From an optimization exercise on the open Yosys and OpenROAD flow, aimed at small area, a short achievable clock period and few clock cycles; shortcuts taken in it are not production practice. At most, simulation tests tie the RTL to the original design; equivalence was not proved. For runs 2 to 5, only the layout was checked, not whether the RTL still works. Power figures rest on the tool's default switching activity, not on a simulated workload.

$ cat flow/design.v
module gpio_top(
	wb_clk_i, wb_rst_i, wb_cyc_i, wb_adr_i, wb_dat_i, wb_sel_i, wb_we_i, wb_stb_i,
	wb_dat_o, wb_ack_o, wb_err_o, wb_inta_o,
	aux_i,
	ext_pad_i, ext_pad_o, ext_padoe_o,
	clk_pad_i
);
parameter dw = 32;
parameter aw = 8;
parameter gw = 32;
input             wb_clk_i;
input             wb_rst_i;
input             wb_cyc_i;
input   [aw-1:0]  wb_adr_i;
input   [dw-1:0]  wb_dat_i;
input   [3:0]     wb_sel_i;
input             wb_we_i;
input             wb_stb_i;
output  [dw-1:0]  wb_dat_o;
output            wb_ack_o;
output            wb_err_o;
output            wb_inta_o;
input   [gw-1:0]  aux_i;
input   [gw-1:0]  ext_pad_i;
input             clk_pad_i;
output  [gw-1:0]  ext_pad_o;
output  [gw-1:0]  ext_padoe_o;
reg  [gw-1:0] rgpio_in;
reg  [gw-1:0] rgpio_out;
reg  [gw-1:0] rgpio_oe;
reg  [gw-1:0] rgpio_inte;
reg  [gw-1:0] rgpio_ptrig;
reg  [gw-1:0] rgpio_aux;
reg  [1:0]    rgpio_ctrl;
reg  [gw-1:0] rgpio_ints;
reg  [gw-1:0] rgpio_eclk;
reg  [gw-1:0] rgpio_nec;
reg  [gw-1:0] sync, ext_pad_s;
reg  [gw-1:0] pextc_sampled;
reg           sync_clk, clk_s, clk_r;
reg           wb_inta_o;
reg  [gw-1:0] ext_pad_o;
wire       req    = wb_cyc_i & wb_stb_i;
wire       valid  = (wb_adr_i[7:6] == 2'b00) & (wb_adr_i[1:0] == 2'b00);
wire [3:0] ofs    = wb_adr_i[5:2];
wire       wr     = req & wb_we_i & valid;
assign wb_ack_o = req & valid & ~wb_rst_i;
assign wb_err_o = req & ~valid & ~wb_rst_i;
wire wr_out   = wr & (ofs == 4'h1);
wire wr_oe    = wr & (ofs == 4'h2);
wire wr_inte  = wr & (ofs == 4'h3);
wire wr_ptrig = wr & (ofs == 4'h4);
wire wr_aux   = wr & (ofs == 4'h5);
wire wr_ctrl  = wr & (ofs == 4'h6);
wire wr_ints  = wr & (ofs == 4'h7);
wire wr_eclk  = wr & (ofs == 4'h8);
wire wr_nec   = wr & (ofs == 4'h9);
wire [3:0] sel = wb_sel_i;
wire [gw-1:0] out_d, oe_d, inte_d, ptrig_d, aux_d, eclk_d, nec_d;
genvar b;
generate
	for (b = 0; b < 4; b = b + 1) begin : lane
		wire en_out   = wr_out   & sel[b];
		wire en_oe    = wr_oe    & sel[b];
		wire en_inte  = wr_inte  & sel[b];
		wire en_ptrig = wr_ptrig & sel[b];
		wire en_aux   = wr_aux   & sel[b];
		wire en_eclk  = wr_eclk  & sel[b];
		wire en_nec   = wr_nec   & sel[b];
		gpio_wlane u_out   (.en(en_out),   .en_n(~en_out),   .d(wb_dat_i[8*b+:8]), .q(rgpio_out[8*b+:8]),   .y(out_d[8*b+:8]));
		gpio_wlane u_oe    (.en(en_oe),    .en_n(~en_oe),    .d(wb_dat_i[8*b+:8]), .q(rgpio_oe[8*b+:8]),    .y(oe_d[8*b+:8]));
		gpio_wlane u_inte  (.en(en_inte),  .en_n(~en_inte),  .d(wb_dat_i[8*b+:8]), .q(rgpio_inte[8*b+:8]),  .y(inte_d[8*b+:8]));
		gpio_wlane u_ptrig (.en(en_ptrig), .en_n(~en_ptrig), .d(wb_dat_i[8*b+:8]), .q(rgpio_ptrig[8*b+:8]), .y(ptrig_d[8*b+:8]));
		gpio_wlane u_aux   (.en(en_aux),   .en_n(~en_aux),   .d(wb_dat_i[8*b+:8]), .q(rgpio_aux[8*b+:8]),   .y(aux_d[8*b+:8]));
		gpio_wlane u_eclk  (.en(en_eclk),  .en_n(~en_eclk),  .d(wb_dat_i[8*b+:8]), .q(rgpio_eclk[8*b+:8]),  .y(eclk_d[8*b+:8]));
		gpio_wlane u_nec   (.en(en_nec),   .en_n(~en_nec),   .d(wb_dat_i[8*b+:8]), .q(rgpio_nec[8*b+:8]),   .y(nec_d[8*b+:8]));
	end
endgenerate
always @(posedge wb_clk_i or posedge wb_rst_i)
	if (wb_rst_i) begin
		rgpio_out   <= {gw{1'b0}};
		rgpio_oe    <= {gw{1'b0}};
		rgpio_inte  <= {gw{1'b0}};
		rgpio_ptrig <= {gw{1'b0}};
		rgpio_aux   <= {gw{1'b0}};
		rgpio_eclk  <= {gw{1'b0}};
		rgpio_nec   <= {gw{1'b0}};
	end else begin
		rgpio_out   <= out_d;
		rgpio_oe    <= oe_d;
		rgpio_inte  <= inte_d;
		rgpio_ptrig <= ptrig_d;
		rgpio_aux   <= aux_d;
		rgpio_eclk  <= eclk_d;
		rgpio_nec   <= nec_d;
	end
always @(posedge wb_clk_i or posedge wb_rst_i)
	if (wb_rst_i)
		rgpio_ctrl <= 2'b0;
	else if (wr_ctrl)
		rgpio_ctrl <= wb_dat_i[1:0];
	else if (rgpio_ctrl[0])
		rgpio_ctrl[1] <= rgpio_ctrl[1] | wb_inta_o;
always @(posedge wb_clk_i or posedge wb_rst_i)
	if (wb_rst_i) begin
		sync      <= {gw{1'b0}};
		ext_pad_s <= {gw{1'b0}};
		sync_clk  <= 1'b0;
		clk_s     <= 1'b0;
		clk_r     <= 1'b0;
	end else begin
		sync      <= ext_pad_i;
		ext_pad_s <= sync;
		sync_clk  <= clk_pad_i;
		clk_s     <= sync_clk;
		clk_r     <= clk_s;
	end
wire          pedge   = clk_s & ~clk_r;
wire          nedge   = ~clk_s & clk_r;
wire [gw-1:0] in_lach = (~rgpio_nec & {gw{pedge}}) | (rgpio_nec & {gw{nedge}});
wire [gw-1:0] extc_in = (in_lach & ext_pad_s) | (~in_lach & pextc_sampled);
wire [gw-1:0] in_muxed = (rgpio_eclk & pextc_sampled) | (~rgpio_eclk & ext_pad_s);
always @(posedge wb_clk_i or posedge wb_rst_i)
	if (wb_rst_i) begin
		pextc_sampled <= {gw{1'b0}};
		rgpio_in      <= {gw{1'b0}};
	end else begin
		pextc_sampled <= extc_in;
		rgpio_in      <= in_muxed;
	end
always @(posedge wb_clk_i or posedge wb_rst_i)
	if (wb_rst_i)
		rgpio_ints <= {gw{1'b0}};
	else if (wr_ints)
		rgpio_ints <= wb_dat_i;
	else if (rgpio_ctrl[0])
		rgpio_ints <= rgpio_ints | (((in_muxed ^ rgpio_in) & ~(in_muxed ^ rgpio_ptrig)) & rgpio_inte);
always @(posedge wb_clk_i or posedge wb_rst_i)
	if (wb_rst_i)
		wb_inta_o <= 1'b0;
	else
		wb_inta_o <= (|rgpio_ints) & rgpio_ctrl[0];
assign ext_padoe_o = rgpio_oe;
always @(posedge wb_clk_i or posedge wb_rst_i)
	if (wb_rst_i)
		ext_pad_o <= {gw{1'b0}};
	else
		ext_pad_o <= (rgpio_out & ~rgpio_aux) | (aux_i & rgpio_aux);
wire [3:0] pn, qn;
assign pn[0] = ~(wb_adr_i[3:2] == 2'd0);
assign pn[1] = ~(wb_adr_i[3:2] == 2'd1);
assign pn[2] = ~(wb_adr_i[3:2] == 2'd2);
assign pn[3] = ~(wb_adr_i[3:2] == 2'd3);
assign qn[0] = ~(wb_adr_i[5:4] == 2'd0);
assign qn[1] = ~(wb_adr_i[5:4] == 2'd1);
assign qn[2] = ~(wb_adr_i[5:4] == 2'd2);
assign qn[3] = ~(wb_adr_i[5:4] == 2'd3);
genvar i;
generate
	for (b = 0; b < 4; b = b + 1) begin : rd
		wire [9:0] s;
		gpio_rsel u_sel (.pn(pn), .qn(qn), .a1(wb_adr_i[3]), .s(s));
		for (i = 8*b; i < 8*b+8; i = i + 1) begin : bt
			if (i < 2) begin : c
				gpio_rbit_c u_bit (.s(s), .r({rgpio_nec[i], rgpio_eclk[i], rgpio_ints[i], rgpio_ctrl[i],
					rgpio_aux[i], rgpio_ptrig[i], rgpio_inte[i], rgpio_oe[i], rgpio_out[i], rgpio_in[i]}),
					.y(wb_dat_o[i]));
			end else begin : n
				gpio_rbit u_bit (.s(s), .r({rgpio_nec[i], rgpio_eclk[i], rgpio_ints[i],
					rgpio_aux[i], rgpio_ptrig[i], rgpio_inte[i], rgpio_oe[i], rgpio_out[i], rgpio_in[i]}),
					.y(wb_dat_o[i]));
			end
		end
	end
endgenerate
endmodule
module gpio_wlane(en, en_n, d, q, y);
input        en, en_n;
input  [7:0] d, q;
output [7:0] y;
assign y = ({8{en}} & d) | ({8{en_n}} & q);
endmodule
module gpio_rsel(pn, qn, a1, s);
input  [3:0] pn, qn;
input        a1;
output [9:0] s;
assign s[1] = ~(pn[1] | qn[0]);
assign s[2] = ~(pn[2] | qn[0]);
assign s[3] = ~(pn[3] | qn[0]);
assign s[4] = ~(pn[0] | qn[1]);
assign s[5] = ~(pn[1] | qn[1]);
assign s[6] = ~(pn[2] | qn[1]);
assign s[7] = ~(pn[3] | qn[1]);
assign s[8] = ~(pn[0] | qn[2]);
assign s[9] = ~(pn[1] | qn[2]);
assign s[0] = ~(pn[0] | qn[0]) | ~qn[3] | (~qn[2] & a1);
endmodule
module gpio_aoi222(a1, a2, b1, b2, c1, c2, y);
input  a1, a2, b1, b2, c1, c2;
output y;
assign y = ~((a1 & a2) | (b1 & b2) | (c1 & c2));
endmodule
module gpio_rbit_c(s, r, y);
input  [9:0] s, r;
output       y;
wire x0, x1, x2;
gpio_aoi222 u0 (.a1(s[1]), .a2(r[1]), .b1(s[2]), .b2(r[2]), .c1(s[3]), .c2(r[3]), .y(x0));
gpio_aoi222 u1 (.a1(s[4]), .a2(r[4]), .b1(s[5]), .b2(r[5]), .c1(s[7]), .c2(r[7]), .y(x1));
gpio_aoi222 u2 (.a1(s[8]), .a2(r[8]), .b1(s[9]), .b2(r[9]), .c1(s[0]), .c2(r[0]), .y(x2));
assign y = ~(x0 & x1 & x2 & ~(s[6] & r[6]));
endmodule
module gpio_rbit(s, r, y);
input  [9:0] s;
input  [8:0] r;
output       y;
wire x0, x1, x2;
gpio_aoi222 u0 (.a1(s[1]), .a2(r[1]), .b1(s[2]), .b2(r[2]), .c1(s[3]), .c2(r[3]), .y(x0));
gpio_aoi222 u1 (.a1(s[4]), .a2(r[4]), .b1(s[5]), .b2(r[5]), .c1(s[7]), .c2(r[6]), .y(x1));
gpio_aoi222 u2 (.a1(s[8]), .a2(r[7]), .b1(s[9]), .b2(r[8]), .c1(s[0]), .c2(r[0]), .y(x2));
assign y = ~(x0 & x1 & x2);
endmodule
$ cat flow/flow/run.sh
#!/bin/bash
export BUFFER_PORTS_ARGS="-buffer_cell sky130_fd_sc_hd__buf_1"
export CTS_ARGS="-sink_clustering_enable -repair_clock_nets -sink_clustering_size 24 -sink_clustering_max_diameter 80 -dont_use_dummy_load"
bash standard.sh > standard.log 2>&1
$ cat flow/standard.sh
#!/bin/bash
# synth_recipe.tcl (not shown) runs the flow's synth.tcl, then flattens the netlist and writes it again
# the make line also repeats each setting of config.mk as NAME=value (left out here)
make -C /OpenROAD-flow-scripts/flow DESIGN_CONFIG=/design/flow/config.mk WORK_HOME=/design/flow/orfs CLKGATE_MAP_FILE= SYNTH_SCRIPT=/design/flow/synth_recipe.tcl "${@:-finish}"
$ cat flow/config.mk
export PLATFORM = sky130hd
export DESIGN_NAME = gpio_top
export DESIGN_NICKNAME = gpio_top
export VERILOG_FILES = /design/flow/design.v
export SDC_FILE = /design/flow/constraint.sdc
export NUM_CORES = 4
export LEC_CHECK = 0
export CAP_MARGIN = 20
export CORE_MARGIN = 2
export CORE_UTILIZATION = 40
export PLACE_DENSITY = 0.6
export SETUP_SLACK_MARGIN = 2.0
export SLEW_MARGIN = 20
export SYNTH_HIERARCHICAL = 1
export SYNTH_MINIMUM_KEEP_SIZE = 0
$ cat flow/constraint.sdc
create_clock -name core_clock -period 5.0 [get_ports {wb_clk_i}]
set_input_delay 1.0000 -clock core_clock [delete_from_list [all_inputs] [get_ports {wb_clk_i}]]
set_output_delay 1.0000 -clock core_clock [all_outputs]
set_load 0.01 [all_outputs]
==> results of run 1 <==
[worst reg2reg max path: stages (launching register included)]
cell and delay [ns]:
dfrtp_1 0.81, nand2b_2 0.71, nor2_1 0.28, a21oi_1 0.08, mux2_2 0.31
[layout make-up]
| cell class | count | area, µm² |
|---|---|---|
| inverter | 13 | 52.6 |
| fill | 4038 | 23800 |
| tap | 592 | 741 |
| antenna | 7 | 17.5 |
| sequential | 422 | 10600 |
| timing repair buffer | 249 | 1320 |
| multi-input combinational | 856 | 6900 |
| clock buffer | 26 | 651 |
[timing repair]
action / in CTS / in global routing
gates resized for setup: 95 / 15
endpoints found under the setup margin: 77 / 58
hold buffers: 0 / 0
setup buffers: 23 / 0
gates cloned: 4 / 0
pin swaps: 52 / 32
[flip-flops by register name, indices dropped and copies added (netlist names), named ones only]
register / cells
rgpio_ctrl: 2
rgpio_aux: 32
ext_pad_o: 32
ext_pad_s: 32
clk_s: 1
sync_clk: 1
rgpio_in: 32
clk_r: 1
sync: 32
rgpio_eclk: 32
rgpio_inte: 32
rgpio_ptrig: 32
wb_inta_o: 1
rgpio_out: 32
rgpio_ints: 32
rgpio_oe: 32
rgpio_nec: 32
[final timing paths]
| kind | from | to | slack, ns | cells after the start |
|---|---|---|---|---|
| worst max register to register | clk_s | flip-flop | 2.69 | 4 |
| min in group asynchronous | wb_rst_i | ext_pad_s[5] | 0.47 | 2 |
| max in group asynchronous | wb_rst_i | rgpio_ints[28] | 3.49 | 3 |
| worst min-delay path | sync[17] | ext_pad_s[17] | 0.35 | 0 |
| worst max-delay path | wb_adr_i[5] | wb_dat_o[20] | 1.55 | 6 |
| worst min register to register | sync[17] | ext_pad_s[17] | 0.35 | 0 |
[metal layers]
metal / share of wire (%) / global-route usage (%) / vias to the layer above
met4: 2.8 / 6.57 / 2
met2: 46 / 36.1 / 600
met3: 7.7 / 4.52 / 91
li1: - / - / 5700
met5: 0.020 / 0.313 / -
met1: 43 / 32.7 / 6593
[power groups by stage]
stage	registers [mW]	clock network, mW	logic (mW)
global route	3.59	2.23	0.545
floorplan	3.62	0	0.265
CTS	3.58	2.11	0.500
finish	3.58	2.04	0.502
detailed placement	3.64	0	0.448
global placement	3.64	0	0.441
==> results_dict.tcl, run 1 <==
set metrics [dict create \
    status "complete, but fails checks" \
    so.violations "antenna rules" \
    wl_per_cell_um 24.9 \
    power_frac_comb_pct 8.2 \
    drv_cap 0 \
    peakVddDrop_mv 0.238 \
    synth_area_mm2 0.0178 \
    leakagePower_nw 8.81 \
    dp_slack_ns 1.12 \
    cts_inserted_buffers 26 \
    cts_tree "done" \
    fp.dieW_um 215 \
    placedCellCount 2105 \
    syn_to_final_growth_pct 13.7 \
    die_area_mm2 0.0462 \
    cts_buffer_depth 3 \
    final.setup.tns_ns 0 \
    max_freq_mhz 290 \
    rsz0062_at_grt "true" \
    slew_violations 0 \
    grt_pass1_wl_um 82100 \
    first_global_vias 13070 \
    drc_errors 0 \
    setup_slack_ns 1.55 \
    row_count 77 \
    netSwitchingFraction_pct 24.5 \
    hold_viol_final 0 \
    fin_cells 2165 \
    hp-class "reg2reg" \
    cts_root_buf "clkbuf_16" \
    antenna_found_initial 3 \
    clock_sinks 422 \
    crit_path_top_delay_cell "a222oi_1" \
    worst_path_largest_cell_delay_ns 0.51 \
    die_h_um 215 \
    core-area_mm2 0.0440 \
    setup_viol 0 \
    ios 213 \
    power_mw 6.13 \
    worst_pin_slew_ns 1.07 \
    p_switching_mw 1.50 \
    crit_path_end_kind "primary output" \
    final_common_cell "dfrtp_1" \
    viasPerCell 6.00 \
    start_util_pct 40.4 \
    seq_power_share_pct 58.4 \
    cp.required_ns 4.00 \
    vias 12986 \
    cp_max_fo 8 \
    ant_nets 1 \
    period_share_pct 69.1 \
    min_period_ns 3.45 \
    syn-num-nets 1485 \
    io_buffers 212 \
    postLayoutCellArea_mm2 0.0202 \
    drtIter0Drc 1692 \
    worstSetupStartpointType "primary input" \
    skew_ns 0.0314 \
    avgSynthCellArea_um2 13.0 \
    postLayoutCoreUtil_pct 46.0 \
    max_slew_margin_pct 28.6 \
    gp_congestion 0.904 \
    netlist_instances 1371 \
    arrival_ns 2.45 \
    wirelength_um 54000 \
    hold_slack_ns 0.348 \
    powerDensity_mw_per_mm2 303 \
    dr.pass1.iters 8 \
    clk_latency_ns 0.58 \
    cp_cell_sequence "buf_12, or2_4, o221ai_4, a222oi_1, nand3_1, buf_2" \
    grt-ovfl-total 0 \
    cellInternalPower_mw 4.62 \
    drive_gt1_share_pct 17.4 \
    worstPathBufferInverterCount 2 \
    crit_family "compound AO/OA/AOI/OAI gates" \
    path_class "in2out" \
    grt_max_degree 128 \
    dpl.hpwl_um 36400 \
    path_clk_slew_ns 0.09 \
    grt_use_total_pct 23.1 \
    yosys_warnings 7 \
    cts_max_level 1 \
    fin_nets 1682 \
    dpl-instance-area_mm2 0.0190 \
    layout_common_cells "dfrtp_1 (422), a22o_1 (224), buf_1 (182)" \
    pwr-share-clk_pct 33.4 \
]
Testbench counts, summed over its fixed seeds: cycles 24,000.
==> run 2, diff against run 1 <==
--- a/flow/design.v
+++ b/flow/design.v
@@ -42,19 +42,21 @@
 reg  [gw-1:0] ext_pad_o;
 wire       req    = wb_cyc_i & wb_stb_i;
 wire       valid  = (wb_adr_i[7:6] == 2'b00) & (wb_adr_i[1:0] == 2'b00);
-wire [3:0] ofs    = wb_adr_i[5:2];
 wire       wr     = req & wb_we_i & valid;
 assign wb_ack_o = req & valid & ~wb_rst_i;
 assign wb_err_o = req & ~valid & ~wb_rst_i;
-wire wr_out   = wr & (ofs == 4'h1);
-wire wr_oe    = wr & (ofs == 4'h2);
-wire wr_inte  = wr & (ofs == 4'h3);
-wire wr_ptrig = wr & (ofs == 4'h4);
-wire wr_aux   = wr & (ofs == 4'h5);
-wire wr_ctrl  = wr & (ofs == 4'h6);
-wire wr_ints  = wr & (ofs == 4'h7);
-wire wr_eclk  = wr & (ofs == 4'h8);
-wire wr_nec   = wr & (ofs == 4'h9);
+wire [3:0] pn, qn;
+gpio_pdec u_pdec_p (.a(wb_adr_i[3:2]), .yn(pn));
+gpio_pdec u_pdec_q (.a(wb_adr_i[5:4]), .yn(qn));
+wire wr_out   = wr & ~pn[1] & ~qn[0];
+wire wr_oe    = wr & ~pn[2] & ~qn[0];
+wire wr_inte  = wr & ~pn[3] & ~qn[0];
+wire wr_ptrig = wr & ~pn[0] & ~qn[1];
+wire wr_aux   = wr & ~pn[1] & ~qn[1];
+wire wr_ctrl  = wr & ~pn[2] & ~qn[1];
+wire wr_ints  = wr & ~pn[3] & ~qn[1];
+wire wr_eclk  = wr & ~pn[0] & ~qn[2];
+wire wr_nec   = wr & ~pn[1] & ~qn[2];
 wire [3:0] sel = wb_sel_i;
 wire [gw-1:0] out_d, oe_d, inte_d, ptrig_d, aux_d, eclk_d, nec_d;
 genvar b;
@@ -146,15 +148,6 @@
 		ext_pad_o <= {gw{1'b0}};
 	else
 		ext_pad_o <= (rgpio_out & ~rgpio_aux) | (aux_i & rgpio_aux);
-wire [3:0] pn, qn;
-assign pn[0] = ~(wb_adr_i[3:2] == 2'd0);
-assign pn[1] = ~(wb_adr_i[3:2] == 2'd1);
-assign pn[2] = ~(wb_adr_i[3:2] == 2'd2);
-assign pn[3] = ~(wb_adr_i[3:2] == 2'd3);
-assign qn[0] = ~(wb_adr_i[5:4] == 2'd0);
-assign qn[1] = ~(wb_adr_i[5:4] == 2'd1);
-assign qn[2] = ~(wb_adr_i[5:4] == 2'd2);
-assign qn[3] = ~(wb_adr_i[5:4] == 2'd3);
 genvar i;
 generate
 	for (b = 0; b < 4; b = b + 1) begin : rd
@@ -180,6 +173,27 @@
 output [7:0] y;
 assign y = ({8{en}} & d) | ({8{en_n}} & q);
 endmodule
+module gpio_pdec(a, yn);
+input  [1:0] a;
+output [3:0] yn;
+wire [1:0] an;
+gpio_inv   u_i0 (.a(a[0]), .y(an[0]));
+gpio_inv   u_i1 (.a(a[1]), .y(an[1]));
+gpio_nand2 u_n0 (.a(an[1]), .b(an[0]), .y(yn[0]));
+gpio_nand2 u_n1 (.a(an[1]), .b(a[0]),  .y(yn[1]));
+gpio_nand2 u_n2 (.a(a[1]),  .b(an[0]), .y(yn[2]));
+gpio_nand2 u_n3 (.a(a[1]),  .b(a[0]),  .y(yn[3]));
+endmodule
+module gpio_inv(a, y);
+input  a;
+output y;
+assign y = ~a;
+endmodule
+module gpio_nand2(a, b, y);
+input  a, b;
+output y;
+assign y = ~(a & b);
+endmodule
 module gpio_rsel(pn, qn, a1, s);
 input  [3:0] pn, qn;
 input        a1;
==> flow/flow/run.sh (replaced) <==
#!/bin/bash
cp standard.sh standard_sh.txt
export BUFFER_PORTS_ARGS="-buffer_cell sky130_fd_sc_hd__buf_1"
bash standard.sh > standard.log 2>&1
--- a/flow/config.mk
+++ b/flow/config.mk
@@ -8,6 +8,8 @@
 export CAP_MARGIN = 20
 export CORE_MARGIN = 2
 export CORE_UTILIZATION = 40
+export CTS_BUF_LIST = sky130_fd_sc_hd__clkbuf_8
+export CTS_CLUSTER_SIZE = 20
 export PLACE_DENSITY = 0.6
 export SETUP_SLACK_MARGIN = 2.0
 export SLEW_MARGIN = 20
==> run 2 against run 1 <==
Effect of this change:
- now clean on timing, DRC and antenna
- routed wire length rose by 5.1%
- area after synthesis barely moved
- non-clock buffer count decreased by 2
- utilization is 1.9 points higher
- sequential power about the same
- clock-buffer cell count is 66 higher
- first-iteration DRC count rose by 15%
- clock skew decreased by 0.0073 ns
- via count up 4.4%
- sequential share of layout area fell by 2.1 points
- combinational power barely moved
- critical endpoint unchanged
- largest cell class unchanged
- largest power group unchanged
- highest routed layer unchanged
==> results_dict.tcl, run 2 <==
set metrics [dict create \
    postLayoutCoreUtil_pct 47.9 \
    syn_to_final_growth_pct 18.4 \
    first_global_vias 14082 \
    dp_slack_ns 1.02 \
    pwr-share-clk_pct 43.3 \
    worstPathBufferInverterCount 4 \
    layout_common_cells "dfrtp_1 (421), a22o_1 (224), buf_1 (199)" \
    final.setup.tns_ns 0 \
    skew_ns 0.0241 \
    p_switching_mw 1.82 \
    postLayoutCellArea_mm2 0.0211 \
    hold_viol_final 0 \
    ant_nets 0 \
    status "finished clean" \
    fin_cells 2261 \
    drv_cap 0 \
    grt-ovfl-total 0 \
    dpl.hpwl_um 36200 \
    grt_pass1_wl_um 86100 \
    vias 13553 \
    drive_gt1_share_pct 18.9 \
    worstSetupStartpointType "primary input" \
    cts_root_buf "clkbuf_8" \
    clock_sinks 422 \
    arrival_ns 2.55 \
    hold_depth 0 \
    reg2reg_depth 4 \
    worst_pin_slew_ns 1.08 \
    setup_slack_ns 1.45 \
    peakVddDrop_mv 0.231 \
    ios 213 \
    io_buffers 212 \
    min_period_ns 3.55 \
    cts_buffer_depth 3 \
    crit_family "compound AO/OA/AOI/OAI gates" \
    path_clk_slew_ns 0.06 \
    syn-num-nets 1487 \
    cp.required_ns 4.00 \
    hold_slack_ns 0.342 \
    cts_max_level 3 \
    power_mw 7.23 \
    gp_congestion 0.855 \
    period_share_pct 71.0 \
    fp.dieW_um 215 \
    grt_max_degree 115 \
    netlist_instances 1373 \
    die_area_mm2 0.0462 \
    synth_area_mm2 0.0178 \
    cellInternalPower_mw 5.41 \
    antenna_found_initial 4 \
    placedCellCount 2104 \
    max_slew_margin_pct 28.2 \
    slew_violations 0 \
    cpMostUsedCell "buf_12" \
    clk_latency_ns 0.66 \
    die_h_um 215 \
    crit_path_top_delay_cell "a222oi_1" \
    drc_errors 0 \
    worst_path_largest_cell_delay_ns 0.41 \
    wirelength_um 56700 \
    wl_per_cell_um 25.1 \
    viasPerCell 5.99 \
    row_count 77 \
    core-area_mm2 0.0440 \
    fin_nets 1732 \
    power_frac_comb_pct 7.0 \
    avgSynthCellArea_um2 13.0 \
    leakagePower_nw 9.37 \
    start_util_pct 40.4 \
    grt_use_total_pct 24.5 \
    netSwitchingFraction_pct 25.2 \
    powerDensity_mw_per_mm2 343 \
    rsz0062_at_grt "true" \
    cts_tree "done" \
    max_freq_mhz 282 \
    cts_inserted_buffers 73 \
    crit_path_end_kind "primary output" \
    cp_max_fo 8 \
    path_class "in2out" \
    final_common_cell "dfrtp_1" \
    seq_power_share_pct 49.8 \
    setup_viol 0 \
    yosys_warnings 7 \
    hp-class "reg2reg" \
    dpl-instance-area_mm2 0.0189 \
    path_depth 8 \
    cp_cell_sequence "buf_12, clkinvlp_4, nand2_8, buf_12, o221ai_4, a222oi_1, nand3_1, buf_1" \
    dr.pass1.iters 9 \
    drtIter0Drc 1949 \
]
## run 2: final timing paths
check | slack, ns | startpoint | end
max in group asynchronous | 3.18 | wb_rst_i | rgpio_oe[10]
max reg2reg | 2.73 | clk_s | flip-flop
min reg2reg | 0.34 | sync[19] | ext_pad_s[19]
max | 1.45 | wb_adr_i[2] | wb_dat_o[20]
min in group asynchronous | 0.54 | wb_rst_i | sync[24]
min | 0.34 | sync[19] | ext_pad_s[19]
## run 2: power groups by stage
stage | clock network [mW] | registers (mW) | logic (mW)
4_1_cts | 3.21 | 3.59 | 0.495
5_1_grt | 3.36 | 3.60 | 0.552
3_3_place_gp | 0 | 3.65 | 0.432
6_report | 3.13 | 3.60 | 0.505
2_1_floorplan | 0 | 3.63 | 0.259
3_5_place_dp | 0 | 3.65 | 0.441
## run 2: layout make-up
type | count | area (µm²)
Fill cell | 3990 | 23000
Sequential cell | 422 | 10600
Timing Repair Buffer | 247 | 1220
Tap cell | 592 | 741
Inverter | 10 | 62.6
Multi-Input combinational cell | 864 | 7040
Clock inverter | 33 | 175
Antenna cell | 1 | 2.50
Clock buffer | 92 | 1270
## run 2: timing repair
item | 4_1_cts | 5_1_grt
endpoints found under the setup margin | 33 | 32
gates resized for setup | 100 | 11
setup buffers | 18 | 9
pin swaps | 50 | 22
hold buffers | 0 | 0
cloned | 3 | 1
## run 2: metal layers
layer / track usage (%) / vias up / wire length, µm
met5: 0 / - / 44
li1: - / 5857 / -
met4: 10.1 / 6 / 2050
met3: 7.53 / 139 / 5560
met2: 36.4 / 726 / 25200
met1: 33.4 / 6825 / 23900
==> run 3, diff against run 2 <==
--- a/flow/config.mk
+++ b/flow/config.mk
@@ -8,8 +8,6 @@
 export CAP_MARGIN = 20
 export CORE_MARGIN = 2
 export CORE_UTILIZATION = 40
-export CTS_BUF_LIST = sky130_fd_sc_hd__clkbuf_8
-export CTS_CLUSTER_SIZE = 20
 export PLACE_DENSITY = 0.6
 export SETUP_SLACK_MARGIN = 2.0
 export SLEW_MARGIN = 20
==> run 3 against run 2 <==
Effect of this change:
- still clean
- sequential cell count unchanged
- sequential power about the same
- power up 5.7%
- non-clock buffer count up 4
- clock-buffer cell count down 28
- synthesized cell count unchanged
- fmax up 2.4%
- clock power up 13%
- utilization up 0.55 points
- largest power group unchanged
==> results_dict.tcl, run 3 <==
set metrics [dict create \
    status "finished clean" \
    max_freq_mhz 288 \
    cts_max_level 2 \
    avgSynthCellArea_um2 13.0 \
    final_common_cell "dfrtp_1" \
    placedCellCount 2104 \
    ios 213 \
    layout_common_cells "dfrtp_1 (421), a22o_1 (224), buf_1 (195)" \
    grt_use_total_pct 24.3 \
    fp.dieW_um 215 \
    hp-class "reg2reg" \
    hold_end "ext_pad_s[29]" \
    crit_path_end_kind "primary output" \
    wirelength_um 56200 \
    worst_pin_slew_ns 1.05 \
    cts_root_buf "clkbuf_16" \
    seq_area_mm2 0.0106 \
    syn-num-nets 1487 \
    worstSetupStartpointType "primary input" \
    arrival_ns 2.47 \
    multiInputGateArea_mm2 0.00708 \
    setup_viol 0 \
    peakVddDrop_mv 0.196 \
    clk_latency_ns 0.57 \
    dpl.hpwl_um 36200 \
    period_share_pct 69.4 \
    powerDensity_mw_per_mm2 358 \
    n_fill_cell 3922 \
    timing.rr.start "clk_s" \
    dp_slack_ns 1.02 \
    ant_nets 0 \
    rsz0062_at_grt "true" \
    cp.required_ns 4.00 \
    worst_path_largest_cell_delay_ns 0.44 \
    path_class "in2out" \
    drive_gt1_share_pct 18.1 \
    dr.pass1.iters 6 \
    antenna_found_initial 4 \
    die_h_um 215 \
    io_buffers 212 \
    cp_cell_sequence "buf_12, clkinvlp_4, nand2_8, buf_12, o221ai_4, a222oi_1, nand3_1, buf_2" \
    clock_sinks 422 \
    hold_depth 0 \
    cts_buffer_depth 3 \
    path_clk_slew_ns 0.05 \
    gp_congestion 0.855 \
    setup_slack_ns 1.53 \
    first_global_vias 13828 \
    core-area_mm2 0.0440 \
    drv_cap 0 \
    crit_family "compound AO/OA/AOI/OAI gates" \
    yosys_warnings 7 \
    max_slew_margin_pct 29.7 \
    skew_ns 0.00922 \
    grt_max_degree 115 \
    reg2reg_depth 4 \
    die_area_mm2 0.0462 \
    vias 13505 \
    netlist_instances 1373 \
    min_period_ns 3.47 \
    worstHoldStart "sync[29]" \
    leakagePower_nw 9.40 \
    grt_pass1_wl_um 85800 \
    syn_to_final_growth_pct 19.7 \
    power_mw 7.64 \
    cts_tree "done" \
    drc_errors 0 \
    fin_cells 2224 \
    slew_violations 0 \
    synth_area_mm2 0.0178 \
    fin_nets 1711 \
    start_util_pct 40.4 \
    wl_per_cell_um 25.3 \
    crit_path_top_delay_cell "a222oi_1" \
    cpMostUsedCell "buf_12" \
    viasPerCell 6.07 \
    rrSetupSlack_ns 2.73 \
    drtIter0Drc 1765 \
    worstPathBufferInverterCount 4 \
    cp_max_fo 8 \
    cts_inserted_buffers 47 \
    grt-ovfl-total 0 \
    hold_viol_final 0 \
    row_count 77 \
]
==> run 3: metrics by stage <==
step / instance area (µm²) / TNS [ns] / hold WS (ns) / util, %
3_5_place_dp: 18900 / 0 / 0.335 / 42.9
2_1_floorplan: 17800 / -714.65 / 0.331 / -
3_3_place_gp: 18900 / 0 / 0.333 / 42.9
6_report: 21300 / 0 / 0.345 / 48.4
4_1_cts: 21200 / 0 / 0.348 / 48.1
5_1_grt: 21300 / 0 / 0.354 / 48.4
==> run 3: layout make-up <==
cell class | instances | share of cell area, %
well taps | 592 | 3.47
repair buffers | 251 | 6.02
inverters | 10 | 0.305
clock buffers | 64 | 6.49
multi-input cells | 865 | 33.2
clock inverters | 19 | 0.951
flip-flops and latches | 422 | 49.5
diodes | 1 | 0.0117
==> run 3: how the worst max path moves through the flow <==
stage,from,endpoint,slack [ns],cells after the start
after floorplan,wb_rst_i,asynchronous set/reset pin,-1.69,1
after global placement,wb_adr_i[3],wb_dat_o[1],1.10,7
after detailed placement,wb_adr_i[3],wb_dat_o[1],1.02,6
after CTS,wb_adr_i[2],wb_dat_o[1],1.56,8
after global routing,wb_adr_i[2],wb_dat_o[29],1.51,8
final,wb_adr_i[2],wb_dat_o[26],1.53,8
==> run 3: what timing repair did <==
| action | in CTS | in global routing |
|---|---|---|
| hold buffers | 0 | 0 |
| setup endpoints to repair | 37 | 32 |
| gates resized for setup | 111 | 20 |
| hold endpoints to repair | 0 | 0 |
| pin swaps | 60 | 31 |
| setup buffers | 25 | 6 |
| cloned | 5 | 0 |
==> run 3: power breakdown <==
part	switching (mW)	total (mW)	internal [mW]
registers	0.0751	3.59	3.52
logic	0.322	0.514	0.192
clock network	1.40	3.53	2.13
==> run 3: routing by layer <==
layer | global-route usage, % | share of wire [%] | vias to the layer above
met4 | 10.2 | 3.8 | 6
met1 | 33.7 | 42 | 6863
met5 | 0 | 0.076 | -
li1 | - | - | 5804
met3 | 6.14 | 9.1 | 136
met2 | 36.4 | 45 | 696
==> run 4, diff against run 3 <==
--- a/flow/design.v
+++ b/flow/design.v
@@ -148,12 +148,25 @@
 		ext_pad_o <= {gw{1'b0}};
 	else
 		ext_pad_o <= (rgpio_out & ~rgpio_aux) | (aux_i & rgpio_aux);
+wire [3:0] pn_r0, qn_r0, pn_r1, qn_r1;
+gpio_pdec u_pdec_p0 (.a(wb_adr_i[3:2]), .yn(pn_r0));
+gpio_pdec u_pdec_q0 (.a(wb_adr_i[5:4]), .yn(qn_r0));
+gpio_pdec u_pdec_p1 (.a(wb_adr_i[3:2]), .yn(pn_r1));
+gpio_pdec u_pdec_q1 (.a(wb_adr_i[5:4]), .yn(qn_r1));
 genvar i;
 generate
-	for (b = 0; b < 4; b = b + 1) begin : rd
+	for (b = 0; b < 8; b = b + 1) begin : rd
+		wire [3:0] rpn, rqn;
 		wire [9:0] s;
-		gpio_rsel u_sel (.pn(pn), .qn(qn), .a1(wb_adr_i[3]), .s(s));
-		for (i = 8*b; i < 8*b+8; i = i + 1) begin : bt
+		if (b < 4) begin : lo
+			assign rpn = pn_r0;
+			assign rqn = qn_r0;
+		end else begin : hi
+			assign rpn = pn_r1;
+			assign rqn = qn_r1;
+		end
+		gpio_rsel u_sel (.pn(rpn), .qn(rqn), .a1(wb_adr_i[3]), .s(s));
+		for (i = 4*b; i < 4*b+4; i = i + 1) begin : bt
 			if (i < 2) begin : c
 				gpio_rbit_c u_bit (.s(s), .r({rgpio_nec[i], rgpio_eclk[i], rgpio_ints[i], rgpio_ctrl[i],
 					rgpio_aux[i], rgpio_ptrig[i], rgpio_inte[i], rgpio_oe[i], rgpio_out[i], rgpio_in[i]}),
==> run 4 against run 3 <==
Effect of this change:
- fmax shrank 0.33%
- sequential cell count is the same
- largest cell class unchanged
- still clean
- clock power shrank 2%
- first-iteration DRC count shrank 1.3%
- clock skew grew 0.0072 ns
- final cell count grew 3.0%
- non-clock buffer count grew 1
==> results_dict.tcl, run 4 <==
set metrics [dict create \
    fp.dieW_um 217 \
    antenna_found_initial 3 \
    gp_congestion 0.919 \
    dr.pass1.iters 8 \
    path_clk_slew_ns 0.06 \
    cts_max_level 2 \
    start_util_pct 40.7 \
    hold_depth 0 \
    powerDensity_mw_per_mm2 354 \
    ant_nets 0 \
    die_area_mm2 0.0469 \
    placedCellCount 2170 \
    final.setup.tns_ns 0 \
    worstHoldStart "sync[6]" \
    grt_use_total_pct 24.6 \
    cp.required_ns 4.00 \
    worstSetupStartpointType "primary input" \
    multiInputGateArea_mm2 0.00716 \
    reg2reg_depth 4 \
    rsz0062_at_grt "true" \
    hp-class "reg2reg" \
    vias 13801 \
    die_h_um 217 \
    cts_buffer_depth 3 \
    postLayoutCoreUtil_pct 48.3 \
    status "finished clean" \
    max_slew_margin_pct 31.3 \
    cp_max_fo 6 \
    worst_pin_slew_ns 1.03 \
    synth_area_mm2 0.0181 \
    syn-num-nets 1550 \
    drc_errors 0 \
    grt_max_degree 142 \
    peakVddDrop_mv 0.265 \
    period_share_pct 69.6 \
    fin_nets 1776 \
    first_global_vias 14096 \
    grt-ovfl-total 0 \
    ios 213 \
    cts_inserted_buffers 46 \
    netlist_instances 1436 \
    n_fill_cell 3949 \
    hold_end "ext_pad_s[6]" \
    cts_tree "done" \
    slew_violations 0 \
    skew_ns 0.0164 \
    crit_path_end_kind "primary output" \
    path_class "in2out" \
    cts_hold_buf 0 \
    min_period_ns 3.48 \
    wirelength_um 57800 \
    viasPerCell 6.03 \
    seq_area_mm2 0.0106 \
    hold_viol_final 0 \
    layout_common_cells "dfrtp_1 (422), a22o_1 (224), buf_1 (193)" \
    cts_root_buf "clkbuf_16" \
    drv_cap 0 \
    syn_to_final_growth_pct 18.6 \
    final_common_cell "dfrtp_1" \
    rrSetupSlack_ns 2.60 \
    max_freq_mhz 287 \
    drive_gt1_share_pct 17.1 \
    core-area_mm2 0.0444 \
    fin_cells 2290 \
    setup_viol 0 \
    clk_latency_ns 0.59 \
    row_count 77 \
    wl_per_cell_um 25.3 \
    grt_pass1_wl_um 87500 \
    io_buffers 212 \
    clock_sinks 422 \
    avgSynthCellArea_um2 12.6 \
    dpl.hpwl_um 38100 \
    drtIter0Drc 1742 \
    timing.rr.start "clk_s" \
    arrival_ns 2.48 \
    yosys_warnings 7 \
    leakagePower_nw 9.56 \
]
run 4: final cells by class:
class | count | area share (%)
tap | 592 | 3.46
clock inverter | 14 | 0.835
inverter | 22 | 0.473
timing repair buffer | 252 | 6.21
antenna | 1 | 0.0117
clock buffer | 69 | 6.34
multi-input combinational | 918 | 33.4
sequential | 422 | 49.3
run 4: worst max-delay path by stage:
stage | cells past startpoint | slack (ns) | start | end
after floorplan | 1 | -1.69 | wb_rst_i | asynchronous set/reset pin
after global placement | 7 | 1.06 | wb_adr_i[4] | wb_dat_o[16]
after detailed placement | 7 | 0.97 | wb_adr_i[4] | wb_dat_o[16]
after CTS | 8 | 1.63 | wb_adr_i[4] | wb_dat_o[16]
after global routing | 8 | 1.51 | wb_adr_i[4] | wb_dat_o[16]
final | 9 | 1.52 | wb_adr_i[4] | wb_dat_o[30]
run 4: routing by layer:
layer	global-route usage (%)	wire length (µm)
met1	33.7	24300
met2	38.6	26700
met3	4.88	4850
met4	9.38	1970
met5	0	28
run 4: what timing repair did:
action / in CTS / in global routing
gates cloned: 6 / 1
buffers inserted: 21 / 8
resized for setup: 92 / 14
pin swaps: 57 / 29
endpoints found under the setup margin: 33 / 33
run 4: metrics by stage:
step	power [mW]	hold slack (ns)	setup WS, ns	cell area (µm²)
floorplan	3.90	0.331	-1.69	18100
global placement	4.10	0.333	1.06	19200
detailed placement	4.11	0.335	0.967	19200
CTS	7.66	0.344	1.63	21300
global route	7.87	0.353	1.51	21400
finish	7.60	0.345	1.52	21400
run 4: power by group:
part	switching [mW]	leakage [nW]	internal, mW
clock network	1.39	0.754	2.08
registers	0.0739	5.58	3.52
logic	0.336	3.23	0.197
run 4: critical path, stage by stage:
cell and delay [ns]:
buf_12 0.11, clkinvlp_4 0.10, buf_12 0.16, nand2_8 0.10, buf_4 0.13, o221ai_4 0.14, a222oi_1 0.34, nand3_1 0.21
buf_2 0.19
==> run 5, diff against run 4 <==
--- a/flow/design.v
+++ b/flow/design.v
@@ -45,18 +45,18 @@
 wire       wr     = req & wb_we_i & valid;
 assign wb_ack_o = req & valid & ~wb_rst_i;
 assign wb_err_o = req & ~valid & ~wb_rst_i;
-wire [3:0] pn, qn;
-gpio_pdec u_pdec_p (.a(wb_adr_i[3:2]), .yn(pn));
-gpio_pdec u_pdec_q (.a(wb_adr_i[5:4]), .yn(qn));
-wire wr_out   = wr & ~pn[1] & ~qn[0];
-wire wr_oe    = wr & ~pn[2] & ~qn[0];
-wire wr_inte  = wr & ~pn[3] & ~qn[0];
-wire wr_ptrig = wr & ~pn[0] & ~qn[1];
-wire wr_aux   = wr & ~pn[1] & ~qn[1];
-wire wr_ctrl  = wr & ~pn[2] & ~qn[1];
-wire wr_ints  = wr & ~pn[3] & ~qn[1];
-wire wr_eclk  = wr & ~pn[0] & ~qn[2];
-wire wr_nec   = wr & ~pn[1] & ~qn[2];
+wire [3:0] p, q;
+gpio_pdec u_pdec_p (.a(wb_adr_i[3:2]), .y(p));
+gpio_pdec u_pdec_q (.a(wb_adr_i[5:4]), .y(q));
+wire wr_out   = wr & p[1] & q[0];
+wire wr_oe    = wr & p[2] & q[0];
+wire wr_inte  = wr & p[3] & q[0];
+wire wr_ptrig = wr & p[0] & q[1];
+wire wr_aux   = wr & p[1] & q[1];
+wire wr_ctrl  = wr & p[2] & q[1];
+wire wr_ints  = wr & p[3] & q[1];
+wire wr_eclk  = wr & p[0] & q[2];
+wire wr_nec   = wr & p[1] & q[2];
 wire [3:0] sel = wb_sel_i;
 wire [gw-1:0] out_d, oe_d, inte_d, ptrig_d, aux_d, eclk_d, nec_d;
 genvar b;
@@ -148,25 +148,12 @@
 		ext_pad_o <= {gw{1'b0}};
 	else
 		ext_pad_o <= (rgpio_out & ~rgpio_aux) | (aux_i & rgpio_aux);
-wire [3:0] pn_r0, qn_r0, pn_r1, qn_r1;
-gpio_pdec u_pdec_p0 (.a(wb_adr_i[3:2]), .yn(pn_r0));
-gpio_pdec u_pdec_q0 (.a(wb_adr_i[5:4]), .yn(qn_r0));
-gpio_pdec u_pdec_p1 (.a(wb_adr_i[3:2]), .yn(pn_r1));
-gpio_pdec u_pdec_q1 (.a(wb_adr_i[5:4]), .yn(qn_r1));
 genvar i;
 generate
-	for (b = 0; b < 8; b = b + 1) begin : rd
-		wire [3:0] rpn, rqn;
+	for (b = 0; b < 4; b = b + 1) begin : rd
 		wire [9:0] s;
-		if (b < 4) begin : lo
-			assign rpn = pn_r0;
-			assign rqn = qn_r0;
-		end else begin : hi
-			assign rpn = pn_r1;
-			assign rqn = qn_r1;
-		end
-		gpio_rsel u_sel (.pn(rpn), .qn(rqn), .a1(wb_adr_i[3]), .s(s));
-		for (i = 4*b; i < 4*b+4; i = i + 1) begin : bt
+		gpio_rsel u_sel (.p(p), .q(q), .a1(wb_adr_i[3]), .s(s));
+		for (i = 8*b; i < 8*b+8; i = i + 1) begin : bt
 			if (i < 2) begin : c
 				gpio_rbit_c u_bit (.s(s), .r({rgpio_nec[i], rgpio_eclk[i], rgpio_ints[i], rgpio_ctrl[i],
 					rgpio_aux[i], rgpio_ptrig[i], rgpio_inte[i], rgpio_oe[i], rgpio_out[i], rgpio_in[i]}),
@@ -186,41 +173,46 @@
 output [7:0] y;
 assign y = ({8{en}} & d) | ({8{en_n}} & q);
 endmodule
-module gpio_pdec(a, yn);
+module gpio_pdec(a, y);
 input  [1:0] a;
-output [3:0] yn;
+output [3:0] y;
 wire [1:0] an;
-gpio_inv   u_i0 (.a(a[0]), .y(an[0]));
-gpio_inv   u_i1 (.a(a[1]), .y(an[1]));
-gpio_nand2 u_n0 (.a(an[1]), .b(an[0]), .y(yn[0]));
-gpio_nand2 u_n1 (.a(an[1]), .b(a[0]),  .y(yn[1]));
-gpio_nand2 u_n2 (.a(a[1]),  .b(an[0]), .y(yn[2]));
-gpio_nand2 u_n3 (.a(a[1]),  .b(a[0]),  .y(yn[3]));
+gpio_inv  u_i0 (.a(a[0]), .y(an[0]));
+gpio_inv  u_i1 (.a(a[1]), .y(an[1]));
+gpio_nor2 u_n0 (.a(a[1]),  .b(a[0]),  .y(y[0]));
+gpio_nor2 u_n1 (.a(a[1]),  .b(an[0]), .y(y[1]));
+gpio_nor2 u_n2 (.a(an[1]), .b(a[0]),  .y(y[2]));
+gpio_nor2 u_n3 (.a(an[1]), .b(an[0]), .y(y[3]));
 endmodule
 module gpio_inv(a, y);
 input  a;
 output y;
 assign y = ~a;
 endmodule
-module gpio_nand2(a, b, y);
+module gpio_nor2(a, b, y);
 input  a, b;
 output y;
-assign y = ~(a & b);
-endmodule
-module gpio_rsel(pn, qn, a1, s);
-input  [3:0] pn, qn;
+assign y = ~(a | b);
+endmodule
+module gpio_and2(a, b, y);
+input  a, b;
+output y;
+assign y = a & b;
+endmodule
+module gpio_rsel(p, q, a1, s);
+input  [3:0] p, q;
 input        a1;
 output [9:0] s;
-assign s[1] = ~(pn[1] | qn[0]);
-assign s[2] = ~(pn[2] | qn[0]);
-assign s[3] = ~(pn[3] | qn[0]);
-assign s[4] = ~(pn[0] | qn[1]);
-assign s[5] = ~(pn[1] | qn[1]);
-assign s[6] = ~(pn[2] | qn[1]);
-assign s[7] = ~(pn[3] | qn[1]);
-assign s[8] = ~(pn[0] | qn[2]);
-assign s[9] = ~(pn[1] | qn[2]);
-assign s[0] = ~(pn[0] | qn[0]) | ~qn[3] | (~qn[2] & a1);
+gpio_and2 u1 (.a(p[1]), .b(q[0]), .y(s[1]));
+gpio_and2 u2 (.a(p[2]), .b(q[0]), .y(s[2]));
+gpio_and2 u3 (.a(p[3]), .b(q[0]), .y(s[3]));
+gpio_and2 u4 (.a(p[0]), .b(q[1]), .y(s[4]));
+gpio_and2 u5 (.a(p[1]), .b(q[1]), .y(s[5]));
+gpio_and2 u6 (.a(p[2]), .b(q[1]), .y(s[6]));
+gpio_and2 u7 (.a(p[3]), .b(q[1]), .y(s[7]));
+gpio_and2 u8 (.a(p[0]), .b(q[2]), .y(s[8]));
+gpio_and2 u9 (.a(p[1]), .b(q[2]), .y(s[9]));
+assign s[0] = (p[0] & q[0]) | q[3] | (q[2] & a1);
 endmodule
 module gpio_aoi222(a1, a2, b1, b2, c1, c2, y);
 input  a1, a2, b1, b2, c1, c2;
--- a/flow/config.mk
+++ b/flow/config.mk
@@ -8,6 +8,8 @@
 export CAP_MARGIN = 20
 export CORE_MARGIN = 2
 export CORE_UTILIZATION = 40
+export CTS_CLUSTER_DIAMETER = 80
+export CTS_CLUSTER_SIZE = 24
 export PLACE_DENSITY = 0.6
 export SETUP_SLACK_MARGIN = 2.0
 export SLEW_MARGIN = 20
==> run 5 against run 4 <==
Effect of this change:
- sequential power hardly changed
- combinational power is about 10% lower
- clock skew is 0.010 ns higher
- critical path depth is 2 lower
- clock-buffer cell count is 41 lower
- non-clock buffer count is 13 lower
- via count is 4.6% lower
- synthesized cell count is 4.5% lower
- die area is 0.78% lower
- power is 15% lower
==> results_dict.tcl, run 5 <==
set metrics [dict create \
    grt_pass1_wl_um 83500 \
    cts_tree "done" \
    rsz0062_at_grt "true" \
    cp_max_fo 8 \
    power_mw 6.42 \
    viasPerCell 6.10 \
    worstSetupStartpointType "primary input" \
    die_area_mm2 0.0466 \
    row_count 77 \
    grt-ovfl-total 0 \
    die_h_um 216 \
    hold_viol_final 0 \
    n_fill_cell 4079 \
    slew_violations 0 \
    crit_path_top_delay_cell "a221o_2" \
    path_clk_slew_ns 0.08 \
    top_usage_layer "met2" \
    max_freq_mhz 292 \
    dp_slack_ns 0.958 \
    hp-class "reg2reg" \
    cts_max_level 1 \
    min_period_ns 3.43 \
    status "finished clean" \
    drtIter0Drc 1974 \
    syn_to_final_growth_pct 12.6 \
    leakagePower_nw 9.12 \
    grt_use_met1_pct 33.3 \
    cp.required_ns 4.00 \
    io_buffers 212 \
    peakVddDrop_mv 0.195 \
    worst_path_largest_cell_delay_ns 0.45 \
    dpl.hpwl_um 36800 \
    cts_buffer_depth 3 \
    avgSynthCellArea_um2 13.1 \
    netlist_instances 1371 \
    final_common_cell "dfrtp_1" \
    yosys_warnings 7 \
    cts_root_buf "clkbuf_16" \
    layout_common_cells "dfrtp_1 (422), a22o_1 (224), buf_1 (193)" \
    clk_latency_ns 0.59 \
    antenna_found_initial 1 \
    cp_cell_sequence "buf_12, nor2_4, buf_12, a221o_2, a222oi_1, nand3_1, clkbuf_2" \
    arrival_ns 2.43 \
    first_global_vias 13353 \
    max_slew_margin_pct 29.4 \
    setup_slack_ns 1.57 \
    fp.dieW_um 216 \
    diodes 0 \
    worst_pin_slew_ns 1.06 \
    drive_gt1_share_pct 16.1 \
    drc_errors 0 \
    cts_inserted_buffers 25 \
    ios 213 \
    cpMostUsedCell "buf_12" \
    crit_path_end_kind "primary output" \
    start_util_pct 40.6 \
    period_share_pct 68.5 \
    drv_cap 0 \
    ant_nets 0 \
    wirelength_um 55500 \
    wl_per_cell_um 25.7 \
    grt_max_degree 167 \
    syn-num-nets 1485 \
    dr.pass1.iters 7 \
    fin_cells 2160 \
    setup_viol 0 \
    fin_nets 1668 \
    clock_sinks 422 \
    placedCellCount 2098 \
    core-area_mm2 0.0442 \
    grt_use_total_pct 23.4 \
    use_met2_pct 36.4 \
    path_class "in2out" \
    skew_ns 0.0264 \
    powerDensity_mw_per_mm2 318 \
    synth_area_mm2 0.0179 \
    hold_slack_ns 0.351 \
    gp_congestion 0.873 \
    vias 13170 \
    grt_util_met3_pct 3.75 \
]
==> run 5: changes by cell type in the layout (fill, tap and decap cells not counted), sizes merged, moves of 4 or more <==
cell	delta
and3	+15
a21oi	+31
nand2	-39
buf	-12
nor3	-5
clkbuf	-42
inv	+35
o221ai	-8
and2	+27
a221o	+4
clkinv	-5
clkinvlp	-6
nor2	-119
==> run 5: per-stage QoR <==
stage          utilization (%)  instance area, µm²  TNS, ns
2_1_floorplan                -               18000  -721.02
3_3_place_gp              42.9               19000        0
3_5_place_dp              42.9               19000        0
4_1_cts                   45.5               20100        0
5_1_grt                   45.7               20200        0
6_report                  45.7               20200        0
==> run 5: area by class of cell <==
cell class | instances | area (µm²) | share of cell area [%]
sequential | 422 | 10600 | 52.3
multi-input combinational | 821 | 6740 | 33.3
timing repair buffer | 239 | 1140 | 5.62
tap | 592 | 741 | 3.67
clock buffer | 28 | 657 | 3.25
inverter | 45 | 190 | 0.941
clock inverter | 13 | 180 | 0.892
==> run 5: power by group <==
part           leakage (nW)  switching [mW]  internal (mW)
clock network         0.414            1.26           1.10
registers              5.58          0.0726           3.51
logic                  3.13           0.301          0.178
total                  9.12            1.63           4.79
==> run 5: repair_timing <==
| action | in CTS | in global routing |
|---|---|---|
| hold buffers | 0 | 0 |
| buffers inserted | 11 | 6 |
| setup endpoints to repair | 43 | 32 |
| cloned | 3 | 1 |
| pin swaps | 63 | 23 |
| resized for setup | 99 | 24 |
==> run 5: worst max-delay path: cells and delay by family <==
family / cells / cell delay (ns)
AOI/OAI and AO/OA: 2 / 0.82
and+or+nand+nor: 2 / 0.22
buffers and inverters: 3 / 0.38
==> run 5: layer usage <==
layer	routed length (µm)	share of wire, %	up-vias
li1	-	-	5673
met1	23600	43	6752
met2	25600	46	627
met3	4240	7.6	116
met4	1970	3.6	2
met5	16	0.029	-
==> run 5: worst paths after layout <==
kind,startpoint,to,slack [ns],depth (start not counted)
min reg2reg,sync[29],ext_pad_s[29],0.35,0
max reg2reg,clk_s,flip-flop,2.62,4
max,wb_adr_i[5],wb_dat_o[26],1.57,7
min in group asynchronous,wb_rst_i,ext_pad_o[20],0.60,3
max in group asynchronous,wb_rst_i,rgpio_ptrig[2],2.91,4
min,sync[29],ext_pad_s[29],0.35,0
==> run 6, diff against run 5 <==
--- a/flow/design.v
+++ b/flow/design.v
@@ -48,6 +48,12 @@
 wire [3:0] p, q;
 gpio_pdec u_pdec_p (.a(wb_adr_i[3:2]), .y(p));
 gpio_pdec u_pdec_q (.a(wb_adr_i[5:4]), .y(q));
+wire [2:0] tn;
+wire       a4n;
+gpio_inv   u_a4n (.a(wb_adr_i[4]), .y(a4n));
+gpio_nand2 u_t0  (.a(p[0]), .b(q[0]), .y(tn[0]));
+gpio_nand2 u_t1  (.a(wb_adr_i[5]), .b(wb_adr_i[4]), .y(tn[1]));
+gpio_nand3 u_t2  (.a(wb_adr_i[5]), .b(a4n), .c(wb_adr_i[3]), .y(tn[2]));
 wire wr_out   = wr & p[1] & q[0];
 wire wr_oe    = wr & p[2] & q[0];
 wire wr_inte  = wr & p[3] & q[0];
@@ -152,7 +158,7 @@
 generate
 	for (b = 0; b < 4; b = b + 1) begin : rd
 		wire [9:0] s;
-		gpio_rsel u_sel (.p(p), .q(q), .a1(wb_adr_i[3]), .s(s));
+		gpio_rsel u_sel (.p(p), .q(q), .tn(tn), .s(s));
 		for (i = 8*b; i < 8*b+8; i = i + 1) begin : bt
 			if (i < 2) begin : c
 				gpio_rbit_c u_bit (.s(s), .r({rgpio_nec[i], rgpio_eclk[i], rgpio_ints[i], rgpio_ctrl[i],
@@ -194,14 +200,24 @@
 output y;
 assign y = ~(a | b);
 endmodule
+module gpio_nand2(a, b, y);
+input  a, b;
+output y;
+assign y = ~(a & b);
+endmodule
+module gpio_nand3(a, b, c, y);
+input  a, b, c;
+output y;
+assign y = ~(a & b & c);
+endmodule
 module gpio_and2(a, b, y);
 input  a, b;
 output y;
 assign y = a & b;
 endmodule
-module gpio_rsel(p, q, a1, s);
+module gpio_rsel(p, q, tn, s);
 input  [3:0] p, q;
-input        a1;
+input  [2:0] tn;
 output [9:0] s;
 gpio_and2 u1 (.a(p[1]), .b(q[0]), .y(s[1]));
 gpio_and2 u2 (.a(p[2]), .b(q[0]), .y(s[2]));
@@ -212,7 +228,7 @@
 gpio_and2 u7 (.a(p[3]), .b(q[1]), .y(s[7]));
 gpio_and2 u8 (.a(p[0]), .b(q[2]), .y(s[8]));
 gpio_and2 u9 (.a(p[1]), .b(q[2]), .y(s[9]));
-assign s[0] = (p[0] & q[0]) | q[3] | (q[2] & a1);
+gpio_nand3 u0 (.a(tn[0]), .b(tn[1]), .c(tn[2]), .y(s[0]));
 endmodule
 module gpio_aoi222(a1, a2, b1, b2, c1, c2, y);
 input  a1, a2, b1, b2, c1, c2;
==> run 6 against run 5 <==
Effect of this change:
- routed wire length down 1.4%
- hold slack barely moved
- clock-buffer cell count decreased by 2
- combinational power is 0.8% higher
- area after synthesis is essentially flat
- first-iteration DRC count decreased by 21%
- critical path depth increased by 1
- clock skew is 0.0079 ns lower
- critical endpoint is now wb_dat_o[0]
- utilization is 0.20 points higher
- global-route usage shrank 0.37 points
- setup slack improved by 0.020 ns
==> results_dict.tcl, run 6 <==
set metrics [dict create \
    vias 12986 \
    hold_viol_final 0 \
    first_global_vias 12957 \
    cts_max_level 1 \
    drive_gt1_share_pct 15.8 \
    skew_ns 0.0186 \
    netSwitchingFraction_pct 24.9 \
    core-area_mm2 0.0442 \
    wirelength_um 54700 \
    netlist_instances 1374 \
    hp-class "reg2reg" \
    postLayoutCoreUtil_pct 45.9 \
    postLayoutCellArea_mm2 0.0203 \
    drc_errors 0 \
    leakagePower_nw 9.14 \
    slew_violations 0 \
    p_switching_mw 1.60 \
    die_h_um 216 \
    cts_inserted_buffers 25 \
    ios 213 \
    cts_tree "done" \
    worst_pin_slew_ns 1.04 \
    cp_max_fo 7 \
    clk_latency_ns 0.57 \
    diodes 0 \
    wl_per_cell_um 25.4 \
    cts_hold_buf 0 \
    grt_use_total_pct 23.1 \
    setup_viol 0 \
    antenna_found_initial 3 \
    layout_common_cells "dfrtp_1 (422), a22o_1 (224), buf_1 (194)" \
    grt_max_degree 133 \
    avgSynthCellArea_um2 13.1 \
    path_class "in2out" \
    cp.required_ns 4.00 \
    path_clk_slew_ns 0.09 \
    gp_congestion 0.895 \
    seq_area_mm2 0.0106 \
    seq_power_share_pct 55.9 \
    crit_path_end_kind "primary output" \
    dr.pass1.iters 7 \
    rsz0062_at_grt "true" \
    cts_root_buf "clkbuf_16" \
    cts_buffer_depth 3 \
    power_frac_comb_pct 7.5 \
    die_area_mm2 0.0465 \
    pwr-share-clk_pct 36.5 \
    drtIter0Drc 1560 \
    start_util_pct 40.5 \
    cellInternalPower_mw 4.81 \
    clock_sinks 422 \
    grt-ovfl-total 0 \
    powerDensity_mw_per_mm2 316 \
    row_count 77 \
    dpl.hpwl_um 35800 \
    power_mw 6.41 \
    multiInputGateArea_mm2 0.00678 \
    final_common_cell "dfrtp_1" \
    io_buffers 212 \
    fp.dieW_um 216 \
    max_freq_mhz 294 \
    ant_nets 0 \
    period_share_pct 68.1 \
    max_slew_margin_pct 31.0 \
    status "finished clean" \
    dpl-instance-area_mm2 0.0190 \
    n_fill_cell 3994 \
    fin_nets 1667 \
    syn_to_final_growth_pct 13.2 \
    grt_pass1_wl_um 81700 \
    yosys_warnings 7 \
    arrival_ns 2.40 \
    hold_slack_ns 0.350 \
    syn-num-nets 1488 \
    min_period_ns 3.40 \
    drv_cap 0 \
    worstSetupStartpointType "primary input" \
    peakVddDrop_mv 0.241 \
    viasPerCell 6.02 \
    synth_area_mm2 0.0179 \
]
run 6: worst max-delay path, cell delays in order:
cell	delay, ns
buf_12	0.11
clkinv_8	0.05
nor2_4	0.06
buf_12	0.14
and2_4	0.20
a222oi_1	0.41
nand4_1	0.23
buf_2	0.20
run 6: repair_timing:
action                                  in CTS  in global routing
resized for setup                          113                 23
endpoints found under the setup margin     113                 41
hold endpoints to repair                     0                  0
cloned                                       4                  1
buffers inserted                             4                  7
pin swaps                                   63                 36
run 6: metrics by stage:
step	cells	TNS, ns	setup WS, ns
2_1_floorplan	1374	-721.02	-3.94
5_1_grt	2158	0	1.59
3_3_place_gp	2102	0	1.02
6_report	2158	0	1.60
3_5_place_dp	2102	0	1.01
4_1_cts	2150	0	1.64
run 6: layout make-up:
type | instances | share of cell area [%]
clock inverter | 14 | 1.07
timing repair buffer | 237 | 5.69
timing repair inverter | 1 | 0.0247
multi-input combinational | 820 | 33.4
inverter | 46 | 0.950
clock buffer | 26 | 3.15
tap | 592 | 3.65
sequential | 422 | 52.0
run 6: metal layers:
metal / routed length [µm] / vias to the layer above / track usage [%]
li1: - / 5685 / -
met1: 23900 / 6581 / 32.9
met2: 24700 / 605 / 35.1
met3: 4210 / 109 / 4.64
met4: 1930 / 6 / 8.18
met5: 34 / - / 0
run 6: final timing paths:
path | to | slack, ns | cells after the start | from
min in group asynchronous | sync[26] | 0.45 | 2 | wb_rst_i
max in group asynchronous | sync[12] | 2.64 | 4 | wb_rst_i
worst min-delay path | ext_pad_s[18] | 0.35 | 0 | sync[18]
worst min register to register | ext_pad_s[18] | 0.35 | 0 | sync[18]
worst max-delay path | wb_dat_o[0] | 1.60 | 8 | wb_adr_i[2]
worst max register to register | flip-flop | 2.61 | 4 | clk_s
run 6: power groups by stage:
| stage | sequential, mW | combinational (mW) | clock, mW |
|---|---|---|---|
| after floorplan | 3.63 | 0.259 | 0 |
| after global placement | 3.65 | 0.435 | 0 |
| after detailed placement | 3.65 | 0.443 | 0 |
| after CTS | 3.58 | 0.479 | 2.41 |
| after global routing | 3.60 | 0.531 | 2.52 |
| final | 3.58 | 0.483 | 2.34 |
Testbench counts of run 6, summed over its fixed seeds: cycles 24,000.

-- re-timing with driven ports --
Ports are ideal in the flow. The routed layouts listed here were re-timed in OpenROAD. Step 1 sets driving cells, clkbuf_16 on the clock port and buf_2 on the other inputs (assumed; they add their load-dependent delay and slew). Step 2 also shifts input and output timing later by t, the mid clock arrival at the registers, as if the neighbouring blocks saw the same clock. Three values: ideal ports, drivers, drivers and shift; two values: the first two.
run | t, ns | setup WS [ns] | slew at the worst register clock pin (ns)
run 1 | 0.621 | 1.547 / 1.399 / 1.399 | 0.10 / 0.10
run 2 | 0.692 | 1.449 / 1.317 / 1.317 | 0.06 / 0.06
run 3 | 0.619 | 1.531 / 1.409 / 1.409 | 0.06 / 0.06
run 4 | 0.632 | 1.520 / 1.441 / 1.441 | 0.07 / 0.07
run 5 | 0.630 | 1.575 / 1.466 / 1.466 | 0.10 / 0.10
run 6 | 0.612 | 1.595 / 1.490 / 1.443 | 0.10 / 0.10
For run 6, which loses most, drivers alone change the setup slack by -0.105 ns; drivers and shift together by -0.152 ns.
